This is an optimization exercise on Yosys and OpenROAD, whose aim is small area and a short achievable clock period, not a production implementation. Where RTL was checked, it was by simulation tests only, not by an equivalence proof against the original. No functional check of the RTL was part of runs 2 and 3. Power is estimated from default activity; no workload was simulated.

==> design/flow/run.sh <==
#!/bin/bash
# synth_recipe.tcl (not shown) runs the flow's synth.tcl, then flattens the netlist and writes it again
# the make line also repeats each setting of config.mk as NAME=value (left out here)
make -C /OpenROAD-flow-scripts/flow DESIGN_CONFIG=/design/flow/config.mk WORK_HOME=/design/flow/orfs CLKGATE_MAP_FILE= SYNTH_SCRIPT=/design/flow/synth_recipe.tcl finish
==> design/flow/config.mk <==
export PLATFORM = sky130hd
export DESIGN_NAME = CPU
export DESIGN_NICKNAME = CPU
export VERILOG_FILES = /design/flow/design.v
export SDC_FILE = /design/flow/constraint.sdc
export NUM_CORES = 4
export LEC_CHECK = 0
export CAP_MARGIN = 20
export CORE_MARGIN = 2
export CORE_UTILIZATION = 40
export SLEW_MARGIN = 20
==> design/flow/constraint.sdc <==
create_clock -name core_clock -period 6.2 [get_ports {clock}]
set_input_delay 1.2400 -clock core_clock [delete_from_list [all_inputs] [get_ports {clock}]]
set_output_delay 1.2400 -clock core_clock [all_outputs]
set_load 0.01 [all_outputs]
==> design/flow/design.v <==
`timescale 1ns / 1ps
module Adder_8bit(
    input [7:0] inA,
    input [7:0] inB,
    output [7:0] total
    );
    wire [7:0] carry;
    wire carry_out;
    assign {carry[0], total[0]} = inA[0] + inB[0];
    assign {carry[1], total[1]} = inA[1] + inB[1] + carry[0];
    assign {carry[2], total[2]} = inA[2] + inB[2] + carry[1];
    assign {carry[3], total[3]} = inA[3] + inB[3] + carry[2];
    assign {carry[4], total[4]} = inA[4] + inB[4] + carry[3];
    assign {carry[5], total[5]} = inA[5] + inB[5] + carry[4];
    assign {carry[6], total[6]} = inA[6] + inB[6] + carry[5];
    assign {carry_out, total[7]} = inA[7] + inB[7] + carry[6];
endmodule
`timescale 1ns / 1ps
module ALU(
    input [7:0] inA,
    input [7:0] inB,
    input [2:0] alu_op,
    output [7:0] alu_out,
    output SKZ_cmp
    );
    reg [7:0] alu_result;
    reg SKZ_source;
    wire [7:0] adder_result;
    Adder_8bit ad8(inA, inB, adder_result);
    always @(*)
    begin
        case(alu_op)
        3'b110:  
            alu_result = inA;
        3'b101:  
            alu_result = inB;
        3'b011:  
            alu_result = inA & inB;
        3'b100:  
            alu_result = inA ^ inB;
        3'b010:  
            alu_result = adder_result;
        default:
            alu_result = inA;
        endcase
        case (alu_op)
            3'b000, 3'b001, 3'b110, 3'b111:  
                SKZ_source = ~(inA[7] | inA[6] | inA[5] | inA[4] |
                               inA[3] | inA[2] | inA[1] | inA[0]);
            default:  
                SKZ_source = ~(alu_result[7] | alu_result[6] | alu_result[5] | alu_result[4] |
                               alu_result[3] | alu_result[2] | alu_result[1] | alu_result[0]);
        endcase
    end
    assign alu_out = alu_result;
    assign SKZ_cmp = SKZ_source;
endmodule
`timescale 1ns / 1ps
module Accumulator(
    input clock,
    input reset,
    input en_acc_in,
    input [7:0] alu_result,
    output reg [7:0] acc_out
);
    always @(posedge clock or posedge reset) begin
        if (reset)
            acc_out <= 8'd0;
        else if (en_acc_in)
            acc_out <= alu_result;
    end
endmodule
`timescale 1ns / 1ps
module Controller(
    input clock,
    input reset,
    input Load_in,
    input [2:0] Opcode,
    output En_acc,
    output En_mem,
    output En_cpu,
    output reg [2:0] ALU_OP
    );
    reg En_run;
    reg En_write_reg;
    reg En_write_mem;
    wire write_reg_next;
    wire write_mem_next;
    assign write_mem_next = (Opcode == 3'b110);
    assign write_reg_next = (Opcode == 3'b010 || Opcode == 3'b011 || Opcode == 3'b100 || Opcode == 3'b101);
    assign En_acc = ~Load_in && En_write_reg && En_run;
    assign En_mem = ~Load_in && En_write_mem && En_run;
    assign En_cpu = ~Load_in && | Opcode;
    always @(posedge clock or posedge reset) begin
        if (reset) begin
            En_write_reg <= 1'b0;
            En_write_mem <= 1'b0;
            ALU_OP <= 3'b000;
        end else if (En_cpu) begin
            En_write_reg <= write_reg_next;
            En_write_mem <= write_mem_next;
            ALU_OP <= Opcode;
        end
    end
    always @(posedge clock, posedge reset) begin
        if(reset) En_run <= 1'b0;
        else En_run <= En_cpu;
   end
endmodule
`timescale 1ns / 1ps
module Data_Memory(
    input clock,
    input reset,
    input [7:0] Data_in,
    input En,
    input [4:0] Address,
    output [7:0] Data_out
);
    reg [7:0] memory [31:0];  
    integer i;
    assign Data_out = memory[Address];
    always @(posedge clock or posedge reset) begin
        if (reset) begin
            for (i = 0; i < 32; i = i + 1) begin
                if (i == 8'h1B) memory[i] <= 8'hFF;  
                else if (i == 8'h1C) memory[i] <= 8'hAA;  
                else memory[i] <= 8'h00;  
            end
        end else if (En) begin
            memory[Address] <= Data_in;
        end
    end
endmodule
`timescale 1ns / 1ps
module Instruction_Memory(
    input clock,
    input reset,
    input [7:0] mem_ins,
    output reg [2:0] Opcode_out,
    output reg [4:0] Address_out
    );
    reg [2:0] opcode_next;
    reg [4:0] address_next;
    always @(*) begin
        opcode_next = mem_ins[7:5];
        address_next = mem_ins[4:0];
    end
    always @(posedge clock or posedge reset) begin
        if (reset) begin
            Opcode_out <= 3'b0;      
            Address_out <= 5'b0;    
        end else begin
            Opcode_out <= opcode_next;
            Address_out <= address_next;
        end
    end
endmodule
`timescale 1ns / 1ps
module Program_Counter(
    input clock,
    input reset,
    input [4:0] addr,
    input [2:0] Opcode,
    input SKZ_cmp,
    input Load_in,
    input En_cpu_in,
    output reg [4:0] Program_counter,
    output reg [4:0] Address
);
    reg [4:0] pc_next;
    always @(*) begin
        if (Opcode == 3'b111) begin
            pc_next = addr;  
        end else if (Opcode == 3'b001 && SKZ_cmp) begin
            pc_next = Program_counter + 5'd2;  
        end else if (Opcode == 3'b000) begin
            pc_next = Program_counter;  
        end else begin
            pc_next = Program_counter + 5'd1;  
        end
    end
    always @(posedge clock or posedge reset) begin
        if (reset) begin
            Program_counter <= 5'd0;  
            Address <= 5'd0;          
        end else if (En_cpu_in) begin
            Program_counter <= pc_next;  
            Address <= addr;             
        end
    end
endmodule
`timescale 1ns / 1ps
module CPU(
    input clock,
    input Load,
    input reset,
    input [7:0] data_in,
    output [7:0] Instruction,
    output [7:0] Acc,
    output [7:0] Mem,
    output [4:0] Program_counter
    );
    reg [4:0] PC;
    wire [4:0] addr_wire;
    wire [4:0] Address;
    wire [7:0] Accumulator;
    wire [7:0] Data_out;
    wire En_mem_wire;
    wire En_acc_wire;
    wire En_cpu_wire;
    wire En_run_wire;
    wire [2:0] Opcode_wire;
    wire SKZ_cmp;
    wire [4:0] pc_jmp;
    wire [2:0] ALU_OP;
    wire [7:0] ALU_result;
    assign Instruction = {Opcode_wire, addr_wire};
    assign Acc = Accumulator;
    assign Mem = Data_out;
    Instruction_Memory im(
        .clock(clock),
        .reset(reset),
        .mem_ins(data_in),
        .Opcode_out(Opcode_wire),
        .Address_out(addr_wire)
        );
    Program_Counter pc(
        .clock(clock),
        .reset(reset),
        .addr(addr_wire),
        .Opcode(Opcode_wire),
        .SKZ_cmp(SKZ_cmp),
        .Load_in(Load),
        .En_cpu_in(En_cpu_wire),
        .Program_counter(Program_counter),
        .Address(Address)
       );
    Controller c(
        .clock(clock),
        .reset(reset),
        .Load_in(Load),
        .Opcode(Opcode_wire),
        .En_acc(En_acc_wire),
        .En_mem(En_mem_wire),
        .En_cpu(En_cpu_wire),
        .ALU_OP(ALU_OP)
        );
    Accumulator acc(
       .clock(clock),
       .reset(reset),
       .en_acc_in(En_acc_wire),
       .alu_result(ALU_result),
       .acc_out(Accumulator)
       );
    Data_Memory dm(
       .clock(clock),
       .reset(reset),
       .Data_in(ALU_result),
       .En(En_mem_wire),
       .Address(Address),
       .Data_out(Data_out)
       );
    ALU alu(
        .inA(Accumulator),
       .inB(Data_out),
       .alu_op(ALU_OP),
       .alu_out(ALU_result),
       .SKZ_cmp(SKZ_cmp)
       );
endmodule
==> summary.md, run 1 <==
| Metric | Value |
|---|---|
| Synth unique cells | `90` |
| Initial Util | `40.8%` |
| Worst hold stages | `2` |
| IO buf count | `39` |
| # diodes | `0` |
| Final setup violation count | `0` |
| WS Path Type | `register to register` |
| Leakage | `7.52 nW` |
| Syn Area/Cell | `9.54 µm²` |
| Syn_nets | `1507` |
| Ys flop type | `dfrtp_1` |
| Sequential share of the synthesized area | `51.2%` |
| I/O pin cnt | `40` |
| Vias in the first global route | `11.5k` |
| Overall global routing resource usage | `27.5%` |
| Number of flip-flops under the largest register name | `256` |
| DIE HEIGHT | `192 µm` |
| Sw frac | `31.5%` |
| Worst Skew | `0.0129 ns` |
| Commonest cells post-synth | `276 x dfrtp_1, 214 x nor2_1, 180 x a21oi_1, 123 x nand2_1, 91 x o21ai_0` |
| Area share of the largest cell type after synthesis | `48.9%` |
| Pwr dens | `332 nW/µm²` |
| Share of layout cells above drive strength 1 | `16.5%` |
| Initial antenna violation count | `1` |
| Power share of the sequential group | `39.7%` |
| Status | `complete, no violations` |
| Fin crit period | `5.98 ns` |
| Ys Warns | `7` |
| Fmax | `167 MHz` |
| FP Rows | `68` |
| Worst hold path type | `register to register` |
| Worst hold slack | `0.480 ns` |
| Top cells by area, synth | `dfrtp_1 49%, a21oi_1 6.4%, nor2_1 5.7%` |
| DR vias | `11.9k` |
| Max FO, Critical Path | `14` |
| Avg WL per Cell | `24.5 µm` |
| Largest Register | `dm.memory` |
| Routed WL | `49500 µm` |
| Placement Cell Area | `15400 µm²` |
| GRT overflow | `0` |
| Setup TNS | `0 ns` |
| Post-route cell area | `16600 µm²` |
| CTS Sinks | `288` |
| Synthesis-to-layout area growth | `17.9%` |
| Clock Pin Slew Worst Setup and Hold Paths | `0.06 ns` |
| Residual DRC count | `0` |
| RSZ-0062 raised after global routing | `false` |
| Root buffer cell | `clkbuf_16` |
| Max Cap Viol | `0` |
| Clock power share | `38.7%` |
| Maximum vdd ir drop | `0.274 mV` |
| Setup crit start kind | `register` |
| Final Wtd Congestion | `0.953` |
| R2R cell count | `24` |
| H-tree Lvls | `2` |
| Num CTS Buffers | `34` |
| Comb pwr share | `21.6%` |
| Post-Synthesis Cells | `1480` |
| Post-layout util | `48.0%` |
| DIE AREA | `36800 µm²` |
| Post-Syn Area | `14100 µm²` |
| CTS tree | `done` |
| Largest net degree at the start of global routing | `159` |
| Biggest area consumer among synthesized cells | `dfrtp_1` |
| First-pass iteration count of the detailed router | `5` |
| Post-synth EDFFs | `0` |
| Crit path capture type | `register` |
| Post-DP HPWL | `34400 µm` |
| Vias per cell | `5.89` |
| Internal power | `3.78 mW` |
| FFs w/ async S/R, synth | `100%` |
| Worst-skew pair later-pin latency | `0.53 ns` |
| NetSw | `1.74 mW` |
| Final net count | `1563` |
| Final slew viol count | `0` |
| Total power | `5.52 mW` |
| Die Wd | `192 µm` |
| Final Cycle Share | `96.5%` |
| Clock Path Buffers | `3` |
| First DRT Iteration DRCs | `1243` |
| Core area | `34600 µm²` |
| Slew @ Worst Pin | `0.986 ns` |
| First-pass GRT wire length | `74500 µm` |
| Critical Path AT | `6.38 ns` |
| Critical Path RT | `6.59 ns` |
| Regs by FF count | `dm.memory x256, acc.acc_out x8` |
| Final hold violation count | `0` |
| Top-count cell post-synth | `dfrtp_1` |
| DRT antenna net count | `0` |
| Relative max-transition margin | `32.6%` |
| Post-synthesis register bit count | `288` |
power by group through the flow:
stage / clock network, mW / registers (mW) / logic, mW
2_1_floorplan: 0 / 2.17 / 0.688
3_3_place_gp: 0 / 2.22 / 1.16
3_5_place_dp: 0 / 2.22 / 1.17
4_1_cts: 2.17 / 2.19 / 1.18
5_1_grt: 2.24 / 2.21 / 1.28
6_report: 2.13 / 2.19 / 1.19
timing repair:
item                                    in CTS  in global routing
gates resized for setup                      0                  9
buffers inserted                             0                  2
hold buffers                                 0                  0
endpoints found under the setup margin       0                  3
cells in the final DEF (no fill, tap or decap), types with 8 or more instances in the layout:
master           instances
a2111oi_0                9
nand4_1                 20
ha_1                    10
nand3_1                 47
buf_4                   94
dfstp_2                 12
a32oi_1                 15
inv_1                   24
nor3b_1                  8
mux2_2                  41
clkdlybuf4s50_1         39
clkbuf_16               37
nor4_1                   9
dfrtp_1                272
a32o_1                   8
nand2_1                123
nand3b_1                 9
and3_1                  43
o21ai_0                 91
nor2b_1                 11
nor3_1                  21
mux2i_1                 25
a21oi_1                180
nor2_1                 212
clkbuf_1                 8
area by class of cell:
cell class              count  area (µm²)
flip-flops and latches    288        7230
clock inverters            11         163
repair buffers            142        1260
inverters                  25        97.6
fillers                  3220       18000
multi-input cells        1045        6280
clock buffers              51        1040
well taps                 455         569
logic make-up after synthesis:
logic type	after synthesis	synth area share [%]
flops	288	51.2
xor+xnor	3	0.186
mux	70	5.47
compound gates	386	17.0
simple gates	570	19.7
buf+inv	147	4.66
fa+ha+maj	16	1.74
metrics by stage:
step | std cells | setup slack [ns]
3_3_place_gp | 1953 | 0.223
4_1_cts | 2015 | 0.179
2_1_floorplan | 1480 | 0.396
3_5_place_dp | 1953 | 0.182
6_report | 2017 | 0.217
5_1_grt | 2017 | 0.00370
final timing paths:
path,to,slack (ns),from
min in group asynchronous,dm.memory[6][5],1.29,reset
min,dm.memory[5][1],0.48,dm.memory[5][1]
max reg2reg,pc.Program_counter[4],0.22,pc.Address[3]
max in group asynchronous,pc.Address[0],4.10,reset
max,pc.Program_counter[4],0.22,pc.Address[3]
min reg2reg,dm.memory[5][1],0.48,dm.memory[5][1]
critical path, stage by stage, from the launching register on:
cell,delay (ns)
dfrtp_2,0.56
buf_4,0.28
and4b_1,0.24
and3_1,0.18
a2111oi_0,0.06
nand4_1,0.15
o22ai_1,0.16
inv_1,0.11
ha_1,0.16
inv_1,0.05
fa_1,0.37
fa_1,0.39
fa_1,0.39
fa_1,0.39
fa_1,0.40
fa_1,0.40
xor2_1,0.17
nor3_1,0.14
nor2_1,0.06
mux2_4,0.27
and2_4,0.15
and3_1,0.17
o311a_1,0.35
o22ai_1,0.18
a2bb2oi_2,0.07
metal layers:
| layer | GRT usage (%) | wire (µm) | part of all wire [%] | vias to the layer above |
|---|---|---|---|---|
| met5 | 0 | 0 | 0 | - |
| met4 | 10.8 | 1820 | 3.7 | 0 |
| met3 | 5.19 | 3670 | 7.4 | 91 |
| met2 | 40.7 | 21700 | 44 | 489 |
| met1 | 39.8 | 22300 | 45 | 5938 |
| li1 | - | - | - | 5370 |
==> run 2: changes to the inputs <==
==> design/flow/design.v (replaced) <==
`timescale 1ns / 1ps
module CPU(
    input clock,
    input Load,
    input reset,
    input [7:0] data_in,
    output [7:0] Instruction,
    output [7:0] Acc,
    output [7:0] Mem,
    output [4:0] Program_counter
    );
    reg [7:0] ir;        
    reg [4:0] pc;
    reg [4:0] mar;       
    reg [2:0] xop;       
    reg       run;
    reg [7:0] acc;
    reg [7:0] mdr;       
    reg [31:0] vld;      
    reg [255:0] mem;     
    wire [2:0] op = ir[7:5];
    wire [4:0] ad = ir[4:0];
    wire issue = ~Load & (|op);
    wire xalu = xop[2] ^ xop[1];             
    wire xsto = xop == 3'b110;
    wire acc_we = run & ~Load & xalu;
    wire mem_we = run & ~Load & xsto;
    wire [7:0] a = acc;
    wire [7:0] b = mdr;
    wire [7:0] p = a ^ b;
    wire [7:0] g = a & b;
    wire [7:0] o = a | b;
    wire [7:0] g1, p1, g2, p2, g3;
    genvar i;
    generate
        for (i = 0; i < 8; i = i + 1) begin : l1
            if (i % 2 == 1) begin : m
                assign g1[i] = g[i] | (p[i] & g[i-1]);
                assign p1[i] = p[i] & p[i-1];
            end else begin : k
                assign g1[i] = g[i];
                assign p1[i] = p[i];
            end
        end
        for (i = 0; i < 8; i = i + 1) begin : l2
            if (i % 4 >= 2) begin : m
                assign g2[i] = g1[i] | (p1[i] & g1[(i/4)*4+1]);
                assign p2[i] = p1[i] & p1[(i/4)*4+1];
            end else begin : k
                assign g2[i] = g1[i];
                assign p2[i] = p1[i];
            end
        end
        for (i = 0; i < 8; i = i + 1) begin : l3
            if (i >= 4) begin : m
                assign g3[i] = g2[i] | (p2[i] & g2[3]);
            end else begin : k
                assign g3[i] = g2[i];
            end
        end
    endgenerate
    wire [7:0] sum = p ^ {g3[6:0], 1'b0};
    reg [7:0] alu;
    always @(*) begin
        case ({xop[2], xop[0]})
            2'b00: alu = sum;    
            2'b01: alu = g;      
            2'b10: alu = p;      
            default: alu = b;    
        endcase
    end
    wire z_add = ~p[0] & (&(p[7:1] ~^ o[6:0]));
    reg zalu;
    always @(*) begin
        case ({xop[2], xop[0]})
            2'b00: zalu = z_add;
            2'b01: zalu = ~|g;
            2'b10: zalu = ~|p;
            default: zalu = ~|b;
        endcase
    end
    wire zero = xalu ? zalu : ~|a;
    reg [7:0] rdata;
    integer k;
    always @(*) begin
        rdata = 8'h00;
        for (k = 0; k < 32; k = k + 1)
            if (ad == k) begin
                if (vld[k])
                    rdata = mem[8*k +: 8];
                else if (k == 27)
                    rdata = 8'hFF;
                else if (k == 28)
                    rdata = 8'hAA;
            end
    end
    wire fwd = mem_we & (mar == ad);
    always @(posedge clock or posedge reset) begin
        if (reset) begin
            ir  <= 8'd0;
            pc  <= 5'd0;
            mar <= 5'd0;
            xop <= 3'd0;
            run <= 1'b0;
            acc <= 8'd0;
            mdr <= 8'd0;
            vld <= 32'd0;
        end else begin
            ir  <= data_in;
            run <= issue;
            if (issue) begin
                mar <= ad;
                xop <= op;
                if (op == 3'b111)
                    pc <= ad;
                else if (op == 3'b001 && zero)
                    pc <= pc + 5'd2;
                else
                    pc <= pc + 5'd1;
                mdr <= fwd ? acc : rdata;
            end else if (mem_we) begin
                mdr <= acc;
            end
            if (acc_we)
                acc <= alu;
            if (mem_we)
                vld[mar] <= 1'b1;
        end
    end
    always @(posedge clock) begin
        if (mem_we)
            mem[8*mar +: 8] <= acc;
    end
    assign Instruction = ir;
    assign Acc = acc;
    assign Mem = mdr;
    assign Program_counter = pc;
endmodule
==> run 2 against run 1 <==
  * Via count grew 5.6%
  * Largest cell class unchanged
  * Combinational power grew 3%
  * Still clean
  * Setup slack gained 2.3 ns
  * Routed wire length grew 1.4%
  * Flip-flop and latch count grew 38
  * Clock skew grew 0.0068 ns
  * Largest power group unchanged
  * Clock power grew 2%
  * Highest routed layer is now met5
  * Power grew 12%
  * Critical endpoint is now mdr[5]
==> summary.md, run 2 <==
| Metric | Value |
|---|---|
| First DRT Iteration DRCs | `1531` |
| Post-DP HPWL | `32800 µm` |
| Vias in the first global route | `12.0k` |
| Vias per cell | `6.08` |
| XOR/XNOR Fraction of Synth Area | `1.03%` |
| Pwr dens | `328 nW/µm²` |
| Core area | `41900 µm²` |
| Status | `complete, no violations` |
| Post-CTS Setup Bufs | `0` |
| Max Cap Viol | `0` |
| Relative max-transition margin | `21.5%` |
| Share of layout cells above drive strength 1 | `14.1%` |
| Post-synthesis register bit count | `326` |
| Layout Cells excl Fill | `2064` |
| Final slew viol count | `0` |
| Final Cycle Share | `59.9%` |
| Final net count | `1529` |
| CP bufs+invs | `0` |
| DP Worst Slack | `2.08 ns` |
| RSZ-0062 raised after global routing | `false` |
| Worst Skew | `0.0197 ns` |
| CP cell instances | `nor3b_2 > and3_1 > or2_1 > o311a_1 > o311ai_1 > a31oi_1 > a21oi_1` |
| Initial Util | `40.4%` |
| Crit-path slowest cell | `dfrtp_1` |
| CTS Sinks | `326` |
| Routed WL | `50200 µm` |
| Top-count cell post-synth | `edfxtp_1` |
| Regs by FF count | `mem x256, vld x32` |
| Number of flip-flops under the largest register name | `256` |
| Final Wtd Congestion | `0.844` |
| Commonest non-fill, non-tap cell in the layout | `edfxtp_1` |
| Area share of the largest cell type after synthesis | `45.4%` |
| Fmax | `269 MHz` |
| Post-Synth Simple-Gate Area | `11.6%` |
| Synth unique cells | `80` |
| CP peak stage delay | `0.86 ns` |
| Critical Path RT | `6.58 ns` |
| I/O pin cnt | `40` |
| Largest family of logic cells by synthesized area | `compound AO/OA/AOI/OAI gates` |
| Worst hold path type | `register to register` |
| Post-Synthesis Cells | `1502` |
| Most frequent cells in the layout | `256 x edfxtp_1, 216 x nand2_1, 204 x o21ai_0, 116 x mux2_2, 70 x dfrtp_1` |
| Largest net degree at the start of global routing | `120` |
| DR vias | `12.6k` |
| Syn Area/Cell | `11.3 µm²` |
| Post-Synth Adder-Cell Area | `1.76%` |
| FP Rows | `75` |
| Sequential share of the synthesized area | `55.8%` |
| Final setup violation count | `0` |
| Register area | `9440 µm²` |
| Post-layout util | `45.2%` |
| Synthesis-to-layout area growth | `11.7%` |
| Ys Warns | `1` |
| WS Path Type | `register to register` |
| IO buf count | `39` |
| Syn_nets | `1535` |
| Num CTS Buffers | `37` |
| Overall global routing resource usage | `22.7%` |
| Crit path capture type | `register` |
| Post_cts resized | `0` |
| Critical Path AT | `4.09 ns` |
| DIE HEIGHT | `210 µm` |
| Slack of the critical path | `2.49 ns` |
| Clock Pin Slew Worst Setup and Hold Paths | `0.06 ns` |
| Die Wd | `210 µm` |
| Worst-skew pair later-pin latency | `0.54 ns` |
| Residual DRC count | `0` |
| Placed cells | `1996` |
| First-pass GRT wire length | `75900 µm` |
| Maximum vdd ir drop | `0.266 mV` |
| Placement Cell Area | `17700 µm²` |
| DIE AREA | `44000 µm²` |
| Area occupied by multi-input gates | `6960 µm²` |
| Initial antenna violation count | `4` |
| Post-synth EDFFs | `256` |
| H-tree Lvls | `2` |
| Hold-fix buffers, CTS | `0` |
| Clock Path Buffers | `3` |
| Post-Syn Area | `16900 µm²` |
| Slew @ Worst Pin | `1.18 ns` |
| CTS tree | `done` |
| DRT antenna net count | `0` |
| Ys flop type | `edfxtp_1` |
| Largest Register | `mem` |
| Post-route cell area | `18900 µm²` |
| Max FO, Critical Path | `17` |
| First-pass iteration count of the detailed router | `5` |
| GRT overflow | `0` |
| Mux share of post-synthesis cell area | `8.35%` |
| Top cells by area, synth | `edfxtp_1 45%, dfrtp_1 10%, mux2_2 7.7%` |
| Setup crit start kind | `register` |
| # fillers | `3854` |
| Avg WL per Cell | `24.3 µm` |
| Root buffer cell | `clkbuf_16` |
| Final hold violation count | `0` |
| FFs w/ async S/R, synth | `21.5%` |
| Fin crit period | `3.71 ns` |
| Compound-cell area share of the yosys netlist | `18.2%` |
| Biggest area consumer among synthesized cells | `edfxtp_1` |
| Leakage | `6.97 nW` |
| Commonest cells post-synth | `256 x edfxtp_1, 216 x nand2_1, 204 x o21ai_0, 116 x mux2_2, 70 x dfrtp_1` |
| Cell family with most CP delay | `simple AND/OR/NAND/NOR gates` |
-- run 2: cell type report --
cell class	count	share of cell area [%]
Antenna cell	4	0.0530
Clock buffer	55	5.97
Clock inverter	9	0.351
Inverter	26	0.523
Multi-Input combinational cell	1050	36.8
Sequential cell	326	50.0
Tap cell	539	3.57
Timing Repair Buffer	55	2.77
-- run 2: per-stage QoR --
stage,power [mW],setup TNS [ns],hold WS [ns]
2_1_floorplan,3.42,-3.46,0.420
3_3_place_gp,4.03,0,0.430
3_5_place_dp,4.05,0,0.436
4_1_cts,6.22,0,0.450
5_1_grt,6.44,0,0.460
6_report,6.20,0,0.447
-- run 2: path summary, 6_finish.rpt --
check	from	to	slack (ns)	cells past startpoint
setup reg to reg	ir[2]	mdr[5]	2.49	7
hold / removal	vld[19]	vld[19]	0.45	1
setup / recovery	ir[2]	mdr[5]	2.49	7
max in group asynchronous	reset	vld[4]	4.23	3
min in group asynchronous	reset	pc[3]	1.34	3
hold reg to reg	vld[19]	vld[19]	0.45	1
-- run 2: cells by family (layout without fill, tap and decap cells) --
kind of cell,Yosys count,in the layout
multiplexers,123,123
other,0,4
buffers and inverters,126,145
AND/OR/NAND/NOR,417,417
AO/OA/AOI/OAI,468,468
flip-flops,326,326
XOR/XNOR,20,20
adder cells (fa/ha/maj),22,22
-- run 2: report_power, final --
group	switching, mW	internal, mW	total (mW)
combinational	0.758	0.471	1.23
sequential	0.328	2.46	2.79
clock	0.883	1.30	2.18
total	1.97	4.23	6.20
-- run 2: routing by layer --
layer	GRT usage (%)	wire (µm)	vias to the layer above
met4	9.64	1970	2
met1	30.8	21600	6207
met3	5.16	4030	105
met2	35.1	22600	498
li1	-	-	5743
met5	0	18	-
-- run 2: worst register-to-register path: stages, from the launching register on --
cell	delay, ns
dfrtp_1	0.86
nor3b_2	0.53
and3_1	0.51
or2_1	0.36
o311a_1	0.33
o311ai_1	0.16
a31oi_1	0.66
a21oi_1	0.16
==> run 3: changes to the inputs <==
--- a/design/flow/config.mk
+++ b/design/flow/config.mk
@@ -7,5 +7,6 @@
 export LEC_CHECK = 0
 export CAP_MARGIN = 20
 export CORE_MARGIN = 2
-export CORE_UTILIZATION = 40
+export CORE_UTILIZATION = 60
+export SETUP_SLACK_MARGIN = 3.8
 export SLEW_MARGIN = 20
==> run 3 against run 2 <==
  * Still clean
  * Worst hold slack improved by 0.032 ns
  * Largest power group is now combinational cells
  * Synthesized area did not move
  * Synthesized cell count did not move
  * Core utilization rose by 45 points
  * Global-route usage rose by 21 points
  * Cell count rose by 5.9%
==> summary.md, run 3 <==
| Metric | Value |
|---|---|
| Hold-fix buffers, CTS | `0` |
| Fin crit period | `3.49 ns` |
| Post-DP HPWL | `34500 µm` |
| Relative max-transition margin | `6.94%` |
| Final hold violation count | `0` |
| DIE AREA | `29600 µm²` |
| FF-to-FF setup slack | `2.71 ns` |
| Worst Skew | `0.0364 ns` |
| Placement Cell Area | `17700 µm²` |
| Top-count cell post-synth | `edfxtp_1` |
| Post-synthesis register bit count | `326` |
| Slew @ Worst Pin | `1.40 ns` |
| Area share of the largest cell type after synthesis | `45.4%` |
| Worst Setup SP | `ir[0]` |
| Synthesis-to-layout area growth | `47.4%` |
| Overall global routing resource usage | `43.9%` |
| Worst setup path endpoint | `mdr[5]` |
| Top cells by area, synth | `edfxtp_1 45%, dfrtp_1 10%, mux2_2 7.7%` |
| First-pass iteration count of the detailed router | `8` |
| Biggest area consumer among synthesized cells | `edfxtp_1` |
| Residual DRC count | `0` |
| H-tree Lvls | `2` |
| Core area | `27800 µm²` |
| Final slew viol count | `0` |
| CTS tree | `done` |
| Max Cap Viol | `0` |
| WS Path Type | `register to register` |
| Post-route cell area | `25000 µm²` |
| RSZ-0062 raised after global routing | `true` |
| Synth unique cells | `80` |
| Fmax | `286 MHz` |
| Vias in the first global route | `14.5k` |
| Largest Register | `mem` |
| Avg WL per Cell | `36.0 µm` |
| Number of flip-flops under the largest register name | `256` |
| Clock Path Buffers | `3` |
| Num CTS Buffers | `37` |
| Ys flop type | `edfxtp_1` |
| Worst hold stages | `1` |
| Status | `complete, no violations` |
| Ys Warns | `1` |
| Post-layout util | `89.8%` |
| Setup crit start kind | `register` |
| HP Start | `vld[30]` |
| DIE HEIGHT | `172 µm` |
| Commonest cells post-synth | `256 x edfxtp_1, 216 x nand2_1, 204 x o21ai_0, 116 x mux2_2, 70 x dfrtp_1` |
| Max FO, Critical Path | `9` |
| CTS Sinks | `326` |
| I/O pin cnt | `40` |
| R2R cell count | `7` |
| Post-Syn Area | `16900 µm²` |
| Root buffer cell | `clkbuf_16` |
| First-pass GRT wire length | `94000 µm` |
| Crit path capture type | `register` |
| Commonest non-fill, non-tap cell in the layout | `edfxtp_1` |
| Critical Path RT | `6.61 ns` |
| FFs w/ async S/R, synth | `21.5%` |
| Maximum vdd ir drop | `0.297 mV` |
| Share of layout cells above drive strength 1 | `49.4%` |
| Die Wd | `172 µm` |
| Syn Area/Cell | `11.3 µm²` |
| Final net count | `1807` |
| Regs by FF count | `mem x256, vld x32` |
| Final Wtd Congestion | `1.16` |
| Post-Synthesis Cells | `1502` |
| Leakage | `9.45 nW` |
| Syn_nets | `1535` |
| Origin of the critical flop-to-flop path | `ir[0]` |
| Critical Path AT | `3.90 ns` |
| Post-synth EDFFs | `256` |
| First DRT Iteration DRCs | `3196` |
| Initial Util | `60.9%` |
| Worst-skew pair later-pin latency | `0.57 ns` |
| Final setup violation count | `0` |
| Sequential share of the synthesized area | `55.8%` |
| Final Cycle Share | `56.3%` |
| Routed WL | `78700 µm` |
| FP Rows | `61` |
| Largest net degree at the start of global routing | `84` |
| Clock Pin Slew Worst Setup and Hold Paths | `0.07 ns` |
| GRT overflow | `0` |
| IO buf count | `39` |
| Worst hold path type | `register to register` |
| Most frequent cells in the layout | `256 x edfxtp_1, 165 x buf_4, 119 x nand2_1, 92 x o21ai_0, 92 x mux2_4` |
| R2r endpoint | `mdr[5]` |
| Vias per cell | `7.72` |
| DR vias | `16.9k` |
| Pwr dens | `317 nW/µm²` |
| DRT antenna net count | `0` |
| Initial antenna violation count | `10` |
[run 3: changes by cell type in the layout (fill, tap and decap cells not counted), moves of 69 or more]
cell,delta
nand2_1,-97
o21ai_0,-112
mux2_4,+92
buf_4,+150
o21ai_1,+69
mux2_2,-92
[run 3: layout make-up]
| type | count | area, µm² |
|---|---|---|
| timing repair buffer | 316 | 3460 |
| clock buffer | 54 | 1050 |
| tap | 378 | 473 |
| multi-input combinational | 1067 | 10200 |
| antenna | 5 | 12.5 |
| fill | 1042 | 2830 |
| clock inverter | 14 | 98.8 |
| inverter | 26 | 119 |
| sequential | 326 | 9500 |
[run 3: power by group]
part | switching [mW] | total [mW] | internal (mW)
registers | 0.143 | 2.63 | 2.49
clock network | 0.965 | 2.19 | 1.23
logic | 1.84 | 3.08 | 1.24
total | 2.95 | 7.90 | 4.95
[run 3: repair_timing]
item | 4_1_cts | 5_1_grt
setup buffers | 150 | 97
resized for setup | 564 | 355
endpoints found under the setup margin | 581 | 369
gates cloned | 16 | 12
pin swaps | 100 | 109
[run 3: through the flow]
stage / TNS [ns] / setup WS (ns) / instances / hold slack, ns / power [mW]
after floorplan: -3.45 / -0.463 / 1502 / 0.420 / 3.48
after global routing: 0 / 2.93 / 2181 / 0.490 / 7.99
after detailed placement: 0 / 2.18 / 1838 / 0.441 / 4.12
after global placement: 0 / 2.21 / 1838 / 0.431 / 4.10
after CTS: 0 / 3.56 / 2072 / 0.454 / 7.04
final: 0 / 2.71 / 2186 / 0.478 / 7.90
[run 3: cells by family (layout without fill, tap and decap cells)]
kind of cell	Yosys count	in the layout	synth area share, %
adder cells (fa/ha/maj)	22	22	1.76
AND/OR/NAND/NOR	417	433	11.6
XOR/XNOR	20	20	1.03
other	0	5	0
multiplexers	123	123	8.35
buffers and inverters	126	410	3.19
AO/OA/AOI/OAI	468	469	18.2
flip-flops	326	326	55.8
[run 3: worst max-delay path: stages, from the launching register on]
cell	delay, ns
dfrtp_4	0.52
buf_4	0.18
and3_1	0.24
and3_4	0.27
a22oi_1	1.08
o2111ai_1	0.56
a31oi_4	0.39
a21oi_1	0.12
[run 3: how the worst min path moves through the flow]
stage | end | slack [ns]
floorplan | vld[11] | 0.42
global placement | vld[31] | 0.43
detailed placement | vld[31] | 0.44
CTS | vld[31] | 0.45
global route | vld[30] | 0.49
finish | vld[30] | 0.48
[run 3: per-layer routing]
metal / up-vias / GRT usage [%] / routed length [µm]
met1: 8032 / 55.7 / 24200
met2: 1809 / 63.2 / 32700
met3: 661 / 12.7 / 13400
met5: - / 0 / 109
li1: 6369 / - / -
met4: 12 / 34.9 / 8300
==> run 4: changes to the inputs <==
--- a/design/flow/design.v
+++ b/design/flow/design.v
@@ -80,20 +80,25 @@
         endcase
     end
     wire zero = xalu ? zalu : ~|a;
-    reg [7:0] rdata;
-    integer k;
-    always @(*) begin
-        rdata = 8'h00;
-        for (k = 0; k < 32; k = k + 1)
-            if (ad == k) begin
-                if (vld[k])
-                    rdata = mem[8*k +: 8];
-                else if (k == 27)
-                    rdata = 8'hFF;
-                else if (k == 28)
-                    rdata = 8'hAA;
+    wire [3:0] rda = 4'b1 << ad[1:0];
+    wire [7:0] rdb = 8'b1 << ad[4:2];
+    wire [31:0] rsel;
+    wire [7:0] rdata;
+    generate
+        for (i = 0; i < 32; i = i + 1) begin : rs
+            assign rsel[i] = rda[i % 4] & rdb[i / 4] & vld[i];
+        end
+        for (i = 0; i < 8; i = i + 1) begin : rb
+            wire [31:0] t;
+            genvar j;
+            for (j = 0; j < 32; j = j + 1) begin : w
+                assign t[j] = rsel[j] & mem[8*j + i];
             end
-    end
+            wire r1b = rda[3] & rdb[6] & ~vld[27];
+            wire r1c = rda[0] & rdb[7] & ~vld[28];
+            assign rdata[i] = (|t) | r1b | ((i % 2 == 1) ? r1c : 1'b0);
+        end
+    endgenerate
     wire fwd = mem_we & (mar == ad);
     always @(posedge clock or posedge reset) begin
         if (reset) begin
@@ -123,14 +128,21 @@
             end
             if (acc_we)
                 acc <= alu;
-            if (mem_we)
-                vld[mar] <= 1'b1;
+            vld <= vld | wsel;
         end
     end
-    always @(posedge clock) begin
-        if (mem_we)
-            mem[8*mar +: 8] <= acc;
-    end
+    wire [3:0] wra = 4'b1 << mar[1:0];
+    wire [7:0] wrb = 8'b1 << mar[4:2];
+    wire [31:0] wsel;
+    generate
+        for (i = 0; i < 32; i = i + 1) begin : ws
+            assign wsel[i] = mem_we & wra[i % 4] & wrb[i / 4];
+            always @(posedge clock) begin
+                if (wsel[i])
+                    mem[8*i +: 8] <= acc;
+            end
+        end
+    endgenerate
     assign Instruction = ir;
     assign Acc = acc;
     assign Mem = mdr;
--- a/design/flow/config.mk
+++ b/design/flow/config.mk
@@ -7,6 +7,5 @@
 export LEC_CHECK = 0
 export CAP_MARGIN = 20
 export CORE_MARGIN = 2
-export CORE_UTILIZATION = 60
-export SETUP_SLACK_MARGIN = 3.8
+export CORE_UTILIZATION = 40
 export SLEW_MARGIN = 20
==> run 4 against run 3 <==
  * Non-clock buffer count fell by 260
  * Sequential share of layout area grew 22 points
  * Sequential power grew 6%
  * Power shrank 23%
  * Die area rose by 22%
  * Via count is 43% lower
  * Core utilization is 44 points lower
  * Flip-flop and latch count unchanged
  * Critical endpoint is now Acc[0]
  * Synthesized cell count fell by 31%
  * Routed wire length fell by 43%
  * Worst hold slack lost 0.022 ns
==> summary.md, run 4 <==
| Metric | Value |
|---|---|
| Routed WL | `45100 µm` |
| Ys Warns | `1` |
| Post_cts resized | `0` |
| Root buffer cell | `clkbuf_16` |
| Share of layout cells above drive strength 1 | `11.8%` |
| # fillers | `3066` |
| Worst hold stages | `1` |
| First DRT Iteration DRCs | `1429` |
| DP Worst Slack | `2.18 ns` |
| FP Rows | `68` |
| Die Wd | `190 µm` |
| CTS Sinks | `326` |
| Setup TNS | `0 ns` |
| Biggest area consumer among synthesized cells | `edfxtp_1` |
| Post-Synthesis Cells | `1039` |
| NetSw | `1.74 mW` |
| Syn_nets | `1070` |
| Top cells by area, synth | `edfxtp_1 56%, dfrtp_1 13%, nand3_1 5.2%` |
| Clock Path Buffers | `3` |
| Internal power | `4.38 mW` |
| Critical Path RT | `4.96 ns` |
| Most frequent cells in the layout | `256 x edfxtp_1, 143 x nand3_1, 96 x nand4_1, 69 x dfrtp_1, 57 x nand2_1` |
| Critical Path AT | `2.51 ns` |
| IO buf count | `39` |
| Worst hold path type | `register to register` |
| Initial Util | `40.3%` |
| Residual DRC count | `0` |
| GRT overflow | `0` |
| Hold-fix buffers, CTS | `0` |
| Final net count | `1098` |
| Slew @ Worst Pin | `1.06 ns` |
| Clock Pin Slew Worst Setup and Hold Paths | `0.06 ns` |
| Origin of the critical flop-to-flop path | `ir[3]` |
| First-pass GRT wire length | `64900 µm` |
| Ys flop type | `edfxtp_1` |
| # diodes | `0` |
| Sequential share of the synthesized area | `68.3%` |
| Overall global routing resource usage | `25.2%` |
| Post-Syn Area | `13800 µm²` |
| Final setup violation count | `0` |
| Sw frac | `28.4%` |
| Slack of the critical path | `2.45 ns` |
| Post-DP HPWL | `29600 µm` |
| Final slew viol count | `0` |
| RSZ-0062 raised after global routing | `false` |
| Worst Skew | `0.0144 ns` |
| Final Cycle Share | `60.5%` |
| Max FO, Critical Path | `20` |
| Comb pwr share | `17.2%` |
| Max Cap Viol | `0` |
| H-tree Lvls | `2` |
| Number of flip-flops under the largest register name | `256` |
| Fin crit period | `3.75 ns` |
| Worst-skew pair later-pin latency | `0.53 ns` |
| Leakage | `5.80 nW` |
| Register area | `9440 µm²` |
| R2R cell count | `6` |
| Synth unique cells | `63` |
| Commonest cells post-synth | `256 x edfxtp_1, 143 x nand3_1, 96 x nand4_1, 70 x dfrtp_1, 57 x nand2_1` |
| Maximum vdd ir drop | `0.269 mV` |
| Post-CTS Setup Bufs | `0` |
| Largest Register | `mem` |
| I/O pin cnt | `40` |
| Num CTS Buffers | `36` |
| Area share of the largest cell type after synthesis | `55.6%` |
| End point of the worst hold path | `vld[2]` |
| HP Start | `vld[2]` |
| Worst hold slack | `0.456 ns` |
| DR vias | `9626` |
| Area occupied by multi-input gates | `3940 µm²` |
| Top-count cell post-synth | `edfxtp_1` |
| Regs by FF count | `mem x256, vld x32` |
| Core area | `34300 µm²` |
| Initial antenna violation count | `0` |
| R2r endpoint | `mdr[4]` |
| WS Path Type | `register to output port` |
| DIE AREA | `36000 µm²` |
| Vias in the first global route | `9151` |
| FFs w/ async S/R, synth | `21.5%` |
| Vias per cell | `6.21` |
| Avg WL per Cell | `29.1 µm` |
| Largest net degree at the start of global routing | `44` |
| Final Wtd Congestion | `0.990` |
| DIE HEIGHT | `190 µm` |
| Crit path capture type | `output port` |
| FF-to-FF setup slack | `2.99 ns` |
| Synthesis-to-layout area growth | `14.6%` |
| Syn Area/Cell | `13.3 µm²` |
| Relative max-transition margin | `29.4%` |
| Commonest non-fill, non-tap cell in the layout | `edfxtp_1` |
| DRT antenna net count | `0` |
| Post-synth EDFFs | `256` |
| CTS tree | `done` |
| Post-synthesis register bit count | `326` |
| Power share of the sequential group | `45.7%` |
| Setup crit start kind | `register` |
| Status | `complete, no violations` |
| First-pass iteration count of the detailed router | `6` |
| Final hold violation count | `0` |
| Pwr dens | `386 nW/µm²` |
| Fmax | `266 MHz` |
| Clock power share | `37.1%` |
run 4: changes by cell type in the layout (fill, tap and decap cells not counted), sizes merged, moves of 16 or more:
cell and delta:
clkdlybuf4s50 +30, nand4 +90, nand2 -170, nand3 +114, mux2 -112, or2 +29, a21o -21, o21ai -187
o22ai -18, buf -278, a21oi -29, a32oi +16, a221oi -24, nor2 -16
run 4: cell families (layout without fill, tap and decap cells):
group | Yosys count | count (layout) | share of synthesized area (%)
compound gates | 95 | 95 | 4.99
xor+xnor | 14 | 14 | 0.887
fa+ha+maj | 20 | 20 | 1.97
buf+inv | 91 | 147 | 3.35
flops | 326 | 326 | 68.3
mux | 9 | 9 | 0.960
simple gates | 484 | 484 | 19.5
run 4: how the worst max path moves through the flow:
stage,from,endpoint,slack [ns],cells after the start
2_1_floorplan,reset,acc[0],3.19,1
6_report,acc[0],Acc[0],2.45,2
3_5_place_dp,Load,mem[41],2.18,5
4_1_cts,acc[0],Acc[0],2.40,2
5_1_grt,acc[0],Acc[0],2.39,2
3_3_place_gp,Load,mem[137],2.29,5
run 4: cell type report:
cell class | count | area share, %
clock inverter | 15 | 1.45
timing repair buffer | 56 | 3.27
inverter | 25 | 0.601
clock buffer | 51 | 6.55
sequential | 326 | 59.6
multi-input combinational | 622 | 24.9
tap | 455 | 3.60
run 4: power groups by stage:
| stage | Sequential [mW] | Clock (mW) | Combinational [mW] |
|---|---|---|---|
| global route | 2.81 | 2.37 | 1.13 |
| global placement | 2.84 | 0 | 1.04 |
| CTS | 2.80 | 2.30 | 1.06 |
| finish | 2.80 | 2.27 | 1.05 |
| detailed placement | 2.84 | 0 | 1.05 |
| floorplan | 2.91 | 0 | 0.421 |
run 4: stage by stage:
| stage | std cells | power [mW] | utilization (%) | instance area, µm² |
|---|---|---|---|---|
| 3_5_place_dp | 1484 | 3.90 | 42.5 | 14600 |
| 3_3_place_gp | 1484 | 3.89 | 42.5 | 14600 |
| 4_1_cts | 1550 | 6.15 | 46.2 | 15800 |
| 6_report | 1550 | 6.12 | 46.2 | 15800 |
| 5_1_grt | 1550 | 6.32 | 46.2 | 15800 |
| 2_1_floorplan | 1039 | 3.33 | - | 13800 |
run 4: worst max-delay path, stage by stage, from the launching register on:
cell             delay, ns
dfrtp_1               0.91
buf_4                 0.45
clkdlybuf4s50_1       0.61
run 4: routing by layer:
layer  vias up  global-route usage (%)  part of all wire (%)
met5         -                       0                     0
met4         0                    9.93                   4.3
met3       108                    4.94                    12
met2       630                    38.2                    45
met1      4813                    35.8                    39
li1       4075                       -                     -
==> run 5: changes to the inputs <==
--- a/design/flow/config.mk
+++ b/design/flow/config.mk
@@ -7,5 +7,6 @@
 export LEC_CHECK = 0
 export CAP_MARGIN = 20
 export CORE_MARGIN = 2
-export CORE_UTILIZATION = 40
+export CORE_UTILIZATION = 65
+export CTS_BUF_LIST = sky130_fd_sc_hd__clkbuf_4 sky130_fd_sc_hd__clkbuf_8
 export SLEW_MARGIN = 20
==> run 5 against run 4 <==
  * Via count grew 2.2%
  * Combinational power down 4%
  * Die area shrank 38%
  * Flip-flop and latch count is the same
  * Maximum frequency shrank 0.92%
  * Clock power down 19%
  * Worst hold slack better by 0.0013 ns
  * Clock-buffer cell count increased by 31
  * Critical path type unchanged
  * Highest routed layer unchanged
==> summary.md, run 5 <==
| Metric | Value |
|---|---|
| Mux share of post-synthesis cell area | `0.960%` |
| Max FO, Critical Path | `20` |
| Largest family of logic cells by synthesized area | `simple AND/OR/NAND/NOR gates` |
| Hold-fix buffers, CTS | `0` |
| R2r endpoint | `pc[4]` |
| Initial antenna violation count | `3` |
| Setup crit start kind | `register` |
| Worst hold path type | `register to register` |
| Initial Util | `65.9%` |
| Clock Path Buffers | `3` |
| Root buffer cell | `clkbuf_8` |
| Worst hold slack | `0.457 ns` |
| Core area | `21000 µm²` |
| Final Cycle Share | `61.1%` |
| First-pass iteration count of the detailed router | `8` |
| Relative max-transition margin | `24.8%` |
| Biggest area consumer among synthesized cells | `edfxtp_1` |
| HP Start | `vld[20]` |
| Share of layout cells above drive strength 1 | `14.3%` |
| Synthesis-to-layout area growth | `11.3%` |
| Critical Path RT | `4.96 ns` |
| Post-synthesis register bit count | `326` |
| DIE HEIGHT | `150 µm` |
| Leakage | `5.73 nW` |
| Slew @ Worst Pin | `1.13 ns` |
| DIE AREA | `22400 µm²` |
| Avg WL per Cell | `29.9 µm` |
| Most frequent cells in the layout | `256 x edfxtp_1, 143 x nand3_1, 96 x nand4_1, 69 x dfrtp_1, 58 x clkbuf_8` |
| XOR/XNOR Fraction of Synth Area | `0.887%` |
| FFs w/ async S/R, synth | `21.5%` |
| Origin of the critical flop-to-flop path | `acc[0]` |
| Vias in the first global route | `9035` |
| Post-Syn Area | `13800 µm²` |
| Residual DRC count | `0` |
| Layout Cells excl Fill | `1400` |
| Sequential share of the synthesized area | `68.3%` |
| IO buf count | `39` |
| Post-Synth Adder-Cell Area | `1.97%` |
| Placement Cell Area | `14300 µm²` |
| DR vias | `9842` |
| Die Wd | `150 µm` |
| Crit path capture type | `output port` |
| Final Wtd Congestion | `0.974` |
| Post-route cell area | `15400 µm²` |
| Post_cts resized | `0` |
| DR WL met2 | `18800 µm` |
| Num CTS Buffers | `51` |
| R2R cell count | `9` |
| Total power | `5.65 mW` |
| FF-to-FF setup slack | `2.60 ns` |
| Post-Synth Simple-Gate Area | `19.5%` |
| DRT antenna net count | `0` |
| Critical Path AT | `2.55 ns` |
| CTS Sinks | `326` |
| Setup TNS | `0 ns` |
| Worst hold stages | `1` |
| Maximum vdd ir drop | `0.305 mV` |
| Status | `complete, no violations` |
| Ys flop type | `edfxtp_1` |
| Syn_nets | `1070` |
| First DRT Iteration DRCs | `1764` |
| Fmax | `264 MHz` |
| Routed WL | `41900 µm` |
| DR top layer | `met4` |
| Wl on met1 | `15500 µm` |
| Commonest non-fill, non-tap cell in the layout | `edfxtp_1` |
| Placed cells | `1304` |
| Post-CTS Setup Bufs | `0` |
| FP Rows | `53` |
| Number of flip-flops under the largest register name | `256` |
| Post-DP HPWL | `27500 µm` |
| Final hold violation count | `0` |
| Ys Warns | `1` |
| Final slew viol count | `0` |
| H-tree Lvls | `2` |
| # fillers | `1442` |
| GRT overflow | `0` |
| Clock Pin Slew Worst Setup and Hold Paths | `0.06 ns` |
| Area share of the largest cell type after synthesis | `55.6%` |
| Post-layout util | `73.4%` |
| Commonest cells post-synth | `256 x edfxtp_1, 143 x nand3_1, 96 x nand4_1, 70 x dfrtp_1, 57 x nand2_1` |
| Post-Synthesis Cells | `1039` |
| Worst Skew | `0.0168 ns` |
| Compound-cell area share of the yosys netlist | `4.99%` |
| Largest Register | `mem` |
| Final setup violation count | `0` |
| Pwr dens | `367 nW/µm²` |
| Largest net degree at the start of global routing | `57` |
| Vias per cell | `7.03` |
| DP Worst Slack | `2.34 ns` |
| Regs by FF count | `mem x256, vld x32` |
| Slack of the critical path | `2.41 ns` |
| End point of the worst hold path | `vld[20]` |
| Fin crit period | `3.79 ns` |
| Top-count cell post-synth | `edfxtp_1` |
| I/O pin cnt | `40` |
| CTS tree | `done` |
| Synth unique cells | `63` |
| RSZ-0062 raised after global routing | `false` |
| Syn Area/Cell | `13.3 µm²` |
| Met3 wire length | `5860 µm` |
| Worst-skew pair later-pin latency | `0.59 ns` |
| Overall global routing resource usage | `38.3%` |
| Post-synth EDFFs | `256` |
| Top cells by area, synth | `edfxtp_1 56%, dfrtp_1 13%, nand3_1 5.2%` |
| WS Path Type | `register to output port` |
| Max Cap Viol | `0` |
| First-pass GRT wire length | `60500 µm` |
| Final net count | `1113` |
[run 5: worst max path at each step]
stage	from	endpoint	depth (start not counted)
final	acc[0]	Acc[0]	2
after global routing	acc[0]	Acc[0]	2
after CTS	acc[0]	Acc[0]	2
after detailed placement	Load	mem[105]	5
after global placement	Load	mem[201]	5
after floorplan	reset	acc[0]	1
[run 5: cells by family after synthesis]
group                      count (synthesis)
and+or+nand+nor                          484
AOI/OAI and AO/OA                         95
xor gates and xnor gates                  14
DFF                                      326
adders and majority gates                 20
buffers and inverters                     91
muxes                                      9
[run 5: power by group]
part	leakage, nW	total [mW]	internal, mW	switching (mW)
clock network	0.563	1.84	1.00	0.836
logic	1.95	1.01	0.330	0.680
registers	3.22	2.80	2.66	0.142
total	5.73	5.65	3.99	1.66
[run 5: layout make-up]
class / instances / area [µm²] / share of cell area [%]
multi-input cells: 622 / 3930 / 25.6
well taps: 275 / 344 / 2.24
inverters: 25 / 95.1 / 0.618
clock inverters: 12 / 72.6 / 0.472
clock buffers: 82 / 978 / 6.36
flip-flops and latches: 326 / 9440 / 61.4
diodes: 2 / 5.00 / 0.0325
repair buffers: 56 / 518 / 3.37
[run 5: critical path: stages, from the launching register on]
cell and delay (ns):
dfrtp_1 0.93, buf_4 0.43, clkdlybuf4s50_1 0.60
[run 5: per-layer routing]
metal	global-route usage, %	up-vias
met2	56.7	826
met3	9.39	121
met5	0	-
met4	14.9	0
li1	-	4119
met1	55.8	4776
==> run 6: changes to the inputs <==
--- a/design/flow/config.mk
+++ b/design/flow/config.mk
@@ -7,6 +7,8 @@
 export LEC_CHECK = 0
 export CAP_MARGIN = 20
 export CORE_MARGIN = 2
-export CORE_UTILIZATION = 65
-export CTS_BUF_LIST = sky130_fd_sc_hd__clkbuf_4 sky130_fd_sc_hd__clkbuf_8
+export CORE_UTILIZATION = 55
+export CTS_CLUSTER_DIAMETER = 80
+export CTS_CLUSTER_SIZE = 30
+export SETUP_SLACK_MARGIN = 3.2
 export SLEW_MARGIN = 20
==> run 6 against run 5 <==
  * Still clean
  * Maximum frequency rose by 24%
  * Cell count rose by 0.36%
  * Final area rose by 0.78%
  * Flip-flop and latch count did not move
  * Setup slack improved by 0.73 ns
  * First-iteration DRC count rose by 13%
  * Core utilization fell by 11 points
  * Via count fell by 1.9%
  * Synthesized cell count did not move
  * Global-route usage fell by 3.5 points
  * Sequential power barely moved
  * Sequential share of layout area fell by 0.40 points
  * Critical path type is now primary input to register
  * Largest cell class unchanged
  * Largest power group unchanged
==> summary.md, run 6 <==
| Metric | Value |
|---|---|
| FP Rows | `58` |
| CP bufs+invs | `1` |
| DR vias | `9655` |
| Overall global routing resource usage | `34.8%` |
| Regs by FF count | `mem x256, vld x32` |
| Cell family with most CP delay | `simple AND/OR/NAND/NOR gates` |
| Biggest area consumer among synthesized cells | `edfxtp_1` |
| Initial Util | `55.5%` |
| First-pass GRT wire length | `64600 µm` |
| Initial antenna violation count | `1` |
| Syn_nets | `1070` |
| Num CTS Buffers | `16` |
| Fmax | `327 MHz` |
| Vias in the first global route | `8735` |
| Synth unique cells | `63` |
| Worst hold stages | `1` |
| CTS Sinks | `326` |
| Final Wtd Congestion | `0.933` |
| I/O pin cnt | `40` |
| Top-count cell post-synth | `edfxtp_1` |
| Setup TNS | `0 ns` |
| Vias per cell | `6.87` |
| Synthesis-to-layout area growth | `12.2%` |
| Die Wd | `163 µm` |
| Worst hold path type | `register to register` |
| Largest Register | `mem` |
| Final hold violation count | `0` |
| Post-synthesis register bit count | `326` |
| DRT antenna net count | `0` |
| Worst-skew pair later-pin latency | `0.54 ns` |
| Met2 Track Usage GR | `51.7%` |
| H-tree Lvls | `1` |
| Sequential share of the synthesized area | `68.3%` |
| Critical Path AT | `3.23 ns` |
| DIE HEIGHT | `163 µm` |
| Worst Skew | `0.0289 ns` |
| Busiest layer in global routing | `met1` |
| Post-synth EDFFs | `256` |
| Max Cap Viol | `0` |
| R2R cell count | `7` |
| Crit-path slowest cell | `nor2_2` |
| Avg WL per Cell | `32.1 µm` |
| Residual DRC count | `0` |
| Most frequent cells in the layout | `256 x edfxtp_1, 142 x nand3_1, 96 x nand4_1, 60 x dfrtp_1, 57 x nand2_1` |
| Final slew viol count | `0` |
| CP peak stage delay | `0.57 ns` |
| RSZ-0062 raised after global routing | `true` |
| # diodes | `0` |
| Area share of the largest cell type after synthesis | `55.6%` |
| Top cells by area, synth | `edfxtp_1 56%, dfrtp_1 13%, nand3_1 5.2%` |
| GRT overflow | `0` |
| Relative max-transition margin | `31.7%` |
| First DRT Iteration DRCs | `2000` |
| CP cell instances | `clkdlybuf4s50_1 > nor2b_1 > and2_1 > nand3_2 > nor2_2` |
| Final setup violation count | `0` |
| Pwr dens | `349 nW/µm²` |
| Clock Path Buffers | `3` |
| Critical Path RT | `6.37 ns` |
| DIE AREA | `26400 µm²` |
| GR Util met1 | `53.4%` |
| Clock Pin Slew Worst Setup and Hold Paths | `0.10 ns` |
| Syn Area/Cell | `13.3 µm²` |
| Met3 Track Usage GR | `5.91%` |
| Status | `complete, no violations` |
| IO buf count | `39` |
| DP Worst Slack | `2.28 ns` |
| Largest net degree at the start of global routing | `42` |
| Post-Syn Area | `13800 µm²` |
| Post-DP HPWL | `28600 µm` |
| Commonest cells post-synth | `256 x edfxtp_1, 143 x nand3_1, 96 x nand4_1, 70 x dfrtp_1, 57 x nand2_1` |
| Final Cycle Share | `49.4%` |
| Slack of the critical path | `3.14 ns` |
| Leakage | `5.60 nW` |
| Maximum vdd ir drop | `0.307 mV` |
| Commonest non-fill, non-tap cell in the layout | `edfxtp_1` |
| Ys Warns | `1` |
| Worst hold slack | `0.472 ns` |
| Routed WL | `45100 µm` |
| FF-to-FF setup slack | `3.26 ns` |
| Crit path capture type | `register` |
| Share of layout cells above drive strength 1 | `14.9%` |
| Post-Synthesis Cells | `1039` |
| Setup crit start kind | `primary input` |
| Core area | `24900 µm²` |
| Ys flop type | `edfxtp_1` |
| CTS tree | `done` |
| Max FO, Critical Path | `9` |
| Root buffer cell | `clkbuf_16` |
| Number of flip-flops under the largest register name | `256` |
| WS Path Type | `primary input to register` |
| FFs w/ async S/R, synth | `21.5%` |
| Crit path depth | `5` |
| First-pass iteration count of the detailed router | `5` |
| Slew @ Worst Pin | `1.02 ns` |
| Fin crit period | `3.06 ns` |
| Final net count | `1096` |
run 6: cell counts after synthesis:
Identical to the previous run, type by type.
run 6: timing repair:
action	4_1_cts	5_1_grt
cloned	7	0
setup buffers	7	3
endpoints found under the setup margin	282	258
gates resized for setup	57	26
hold buffers	0	0
hold endpoints to repair	0	0
run 6: final cells by class:
cell class / count / area, µm²
Clock buffer: 20 / 437
Timing Repair Buffer: 74 / 928
Sequential cell: 326 / 9450
Clock inverter: 8 / 82.6
Tap cell: 330 / 413
Fill cell: 1936 / 9390
Multi-Input combinational cell: 622 / 4090
Inverter: 25 / 101
run 6: path summary, 6_finish.rpt:
check,from,end
setup reg to reg,ir[0],mdr[3]
hold reg to reg,vld[11],vld[11]
hold / removal,vld[11],vld[11]
min in group asynchronous,reset,ir[6]
max in group asynchronous,reset,acc[2]
setup / recovery,Load,mem[221]
run 6: where the power goes:
part | leakage, nW | internal, mW | switching (mW)
Combinational | 2.15 | 0.565 | 0.812
Clock | 0.238 | 0.532 | 0.732
Sequential | 3.21 | 2.66 | 0.113
run 6: through the flow:
step	util [%]	instances	instance area [µm²]	total power [mW]
floorplan	-	1039	13800	3.33
global placement	57.9	1360	14400	3.86
detailed placement	57.9	1360	14400	3.87
CTS	61.8	1402	15400	5.39
global route	62.3	1405	15500	5.56
finish	62.3	1405	15500	5.41
run 6: cells by family after synthesis:
logic type                 share of synthesized area [%]
buffers and inverters                               3.35
muxes                                              0.960
DFF                                                 68.3
xor gates and xnor gates                           0.887
adders and majority gates                           1.97
and+or+nand+nor                                     19.5
AOI/OAI and AO/OA                                   4.99
run 6: metal layers:
layer	wire, µm	vias up
li1	-	4069
met1	18500	4892
met2	20300	610
met3	4780	82
met4	1550	2
met5	16	-
==> run 7: changes to the inputs <==
--- a/design/flow/config.mk
+++ b/design/flow/config.mk
@@ -10,5 +10,5 @@
 export CORE_UTILIZATION = 55
 export CTS_CLUSTER_DIAMETER = 80
 export CTS_CLUSTER_SIZE = 30
-export SETUP_SLACK_MARGIN = 3.2
+export SETUP_SLACK_MARGIN = 3.5
 export SLEW_MARGIN = 20
==> run 7 against run 6 <==
  * Still clean on timing, DRC and antenna
  * Cell count up 3.3%
  * Core utilization up 2.9 points
  * Synthesized cell count is the same
  * Die area unchanged
  * Non-clock buffer count grew 38
  * Synthesized area stayed put
  * Final area up 4.6%
  * Combinational power grew 4%
  * Setup slack improved by 0.38 ns
  * Global-route usage rose by 0.61 points
  * Critical path type is now register to output port
  * Largest power group unchanged
  * Highest routed layer is now met4
==> summary.md, run 7 <==
| Metric | Value |
|---|---|
| Status | `complete, no violations` |
| Critical Path AT | `1.44 ns` |
| Largest net degree at the start of global routing | `41` |
| CTS tree | `done` |
| Worst hold stages | `1` |
| RSZ-0062 raised after global routing | `true` |
| Syn_nets | `1070` |
| Max Cap Viol | `0` |
| Core area | `24900 µm²` |
| Number of flip-flops under the largest register name | `256` |
| Worst Setup SP | `ir[1]` |
| Final Cycle Share | `43.3%` |
| Sequential share of the synthesized area | `68.3%` |
| R2r endpoint | `mdr[0]` |
| DRT antenna net count | `0` |
| I/O pin cnt | `40` |
| Most frequent cells in the layout | `256 x edfxtp_1, 138 x nand3_1, 96 x nand4_1, 56 x nand2_1, 52 x dfrtp_1` |
| Relative max-transition margin | `39.3%` |
| Final Wtd Congestion | `0.998` |
| HP Start | `vld[20]` |
| First-pass GRT wire length | `65300 µm` |
| Overall global routing resource usage | `35.4%` |
| Worst hold path type | `register to register` |
| IO buf count | `39` |
| H-tree Lvls | `1` |
| Initial antenna violation count | `2` |
| FP Rows | `58` |
| Setup TNS | `0 ns` |
| Vias in the first global route | `9020` |
| Final hold violation count | `0` |
| Ys flop type | `edfxtp_1` |
| Fmax | `373 MHz` |
| Share of layout cells above drive strength 1 | `21.4%` |
| Max FO, Critical Path | `15` |
| Post-synthesis register bit count | `326` |
| Largest Register | `mem` |
| R2R cell count | `7` |
| Slew @ Worst Pin | `0.909 ns` |
| CTS Sinks | `326` |
| FFs w/ async S/R, synth | `21.5%` |
| Top cells by area, synth | `edfxtp_1 56%, dfrtp_1 13%, nand3_1 5.2%` |
| Routed WL | `46300 µm` |
| Post-synth EDFFs | `256` |
| First DRT Iteration DRCs | `1591` |
| Fin crit period | `2.68 ns` |
| Crit path capture type | `output port` |
| First-pass iteration count of the detailed router | `5` |
| Worst Skew | `0.0326 ns` |
| Synthesis-to-layout area growth | `17.4%` |
| Slack of the critical path | `3.52 ns` |
| DIE HEIGHT | `163 µm` |
| Num CTS Buffers | `16` |
| Final setup violation count | `0` |
| DR vias | `9893` |
| Commonest non-fill, non-tap cell in the layout | `edfxtp_1` |
| Residual DRC count | `0` |
| DIE AREA | `26400 µm²` |
| Leakage | `5.95 nW` |
| Setup crit start kind | `register` |
| Synth unique cells | `63` |
| Pwr dens | `337 nW/µm²` |
| Hold-fix buffers, CTS | `0` |
| GRT overflow | `0` |
| Regs by FF count | `mem x256, vld x32` |
| Origin of the critical flop-to-flop path | `ir[4]` |
| Die Wd | `163 µm` |
| Maximum vdd ir drop | `0.292 mV` |
| WS Path Type | `register to output port` |
| Area share of the largest cell type after synthesis | `55.6%` |
| DP Worst Slack | `2.33 ns` |
| Post-Synthesis Cells | `1039` |
| Root buffer cell | `clkbuf_16` |
| # fillers | `1873` |
| Clock Path Buffers | `3` |
| Top-count cell post-synth | `edfxtp_1` |
| Worst-skew pair later-pin latency | `0.54 ns` |
| Critical Path RT | `4.96 ns` |
| Avg WL per Cell | `31.9 µm` |
| FF-to-FF setup slack | `3.53 ns` |
| Final net count | `1140` |
| Ys Warns | `1` |
| Vias per cell | `6.82` |
| Commonest cells post-synth | `256 x edfxtp_1, 143 x nand3_1, 96 x nand4_1, 70 x dfrtp_1, 57 x nand2_1` |
| Initial Util | `55.5%` |
| Syn Area/Cell | `13.3 µm²` |
| Post-Syn Area | `13800 µm²` |
| Clock Pin Slew Worst Setup and Hold Paths | `0.11 ns` |
| End point of the worst hold path | `vld[20]` |
| Biggest area consumer among synthesized cells | `edfxtp_1` |
| Post-DP HPWL | `29300 µm` |
| Final slew viol count | `0` |
==> run 7: critical path, stage by stage, from the launching register on <==
cell	delay (ns)
dfrtp_2	0.44
buf_12	0.17
dlygate4sd2_1	0.29
==> run 7: repair_timing <==
item,in CTS,in global routing
gates cloned,6,6
setup endpoints to repair,334,293
gates resized for setup,132,37
buffers inserted,40,7
pin swaps,16,25
==> run 7: worst max path at each step <==
stage,endpoint,slack [ns],cells after the start
final,Instruction[1],3.52,2
after global routing,pc[2],3.42,9
after CTS,Instruction[0],3.40,1
after detailed placement,mem[152],2.33,5
after global placement,mem[157],2.41,5
after floorplan,mem[0],3.43,5
==> run 7: metal layers <==
metal  track usage (%)  part of all wire [%]
met1              53.2                    40
met3              7.82                    13
met4              12.3                   4.6
met5                 0                     0
met2              51.5                    43
==> run 7: logic make-up after synthesis <==
| logic type | synth area share, % |
|---|---|
| AOI/OAI and AO/OA | 4.99 |
| buffers and inverters | 3.35 |
| xor gates and xnor gates | 0.887 |
| and+or+nand+nor | 19.5 |
| DFF | 68.3 |
| muxes | 0.960 |
| adders and majority gates | 1.97 |
==> run 7: layout make-up <==
class / instances / area (µm²) / area share (%)
Timing Repair Buffer: 112 / 1290 / 7.98
Antenna cell: 2 / 5.00 / 0.0309
Clock inverter: 5 / 73.8 / 0.455
Inverter: 25 / 105 / 0.648
Multi-Input combinational cell: 628 / 4410 / 27.2
Sequential cell: 326 / 9460 / 58.4
Tap cell: 330 / 413 / 2.55
Clock buffer: 23 / 458 / 2.82
==> run 7: report_power, final <==
part / internal [mW] / total, mW / switching, mW
combinational: 0.549 / 1.44 / 0.891
clock: 0.549 / 1.28 / 0.730
sequential: 2.66 / 2.74 / 0.0836
total: 3.76 / 5.46 / 1.70
==> run 7: per-stage QoR <==
step,std cells,hold slack (ns),util [%],cell area (µm²),total power [mW]
6_report,1451,0.468,65.2,16200,5.46
5_1_grt,1450,0.486,65.2,16200,5.62
4_1_cts,1436,0.472,64.1,15900,5.39
3_5_place_dp,1362,0.446,58.0,14400,3.88
3_3_place_gp,1362,0.445,58.0,14400,3.88
2_1_floorplan,1039,0.428,-,13800,3.33

==> what the ideal ports hide <==
How much do the figures lean on ideal ports? The routed layouts below were timed once more, with nothing changed but the port constraints. Step 1 (the two cells are an assumption about what drives the block):
set clk [get_ports {clock}]
set_driving_cell -lib_cell sky130_fd_sc_hd__clkbuf_16 $clk
set_driving_cell -lib_cell sky130_fd_sc_hd__buf_2 [delete_from_list [all_inputs] $clk]
Step 2, shift: input delay + t, output delay - t, t = (earliest + latest rising clock arrival at the registers) / 2. This alone moves slack from input paths to output paths. Slacks: ideal ports / drivers / drivers and shift; pairs: ideal ports / drivers.
run	t, ns	slack for setup (ns)	clock arrival spread, ns	worst data-port slew with drivers (ns)
run 1	0.573	0.217 / 0.217 / 0.217	0.012 / 0.013	0.03
run 2	0.578	2.487 / 2.487 / 2.031	0.025 / 0.024	0.04
run 3	0.599	2.708 / 2.708 / 2.708	0.036 / 0.037	0.09
run 4	0.573	2.447 / 2.397 / 2.126	0.016 / 0.016	0.03
run 5	0.629	2.412 / 2.363 / 2.145	0.018 / 0.019	0.05
run 6	0.571	3.139 / 3.167 / 2.597	0.029 / 0.029	0.03
run 7	0.576	3.517 / 3.463 / 3.000	0.034 / 0.034	0.03
After both steps every run listed still meets setup and hold. The setup slack of run 6, which loses most, moves by +0.028 ns with the drivers and by -0.542 ns with both steps.
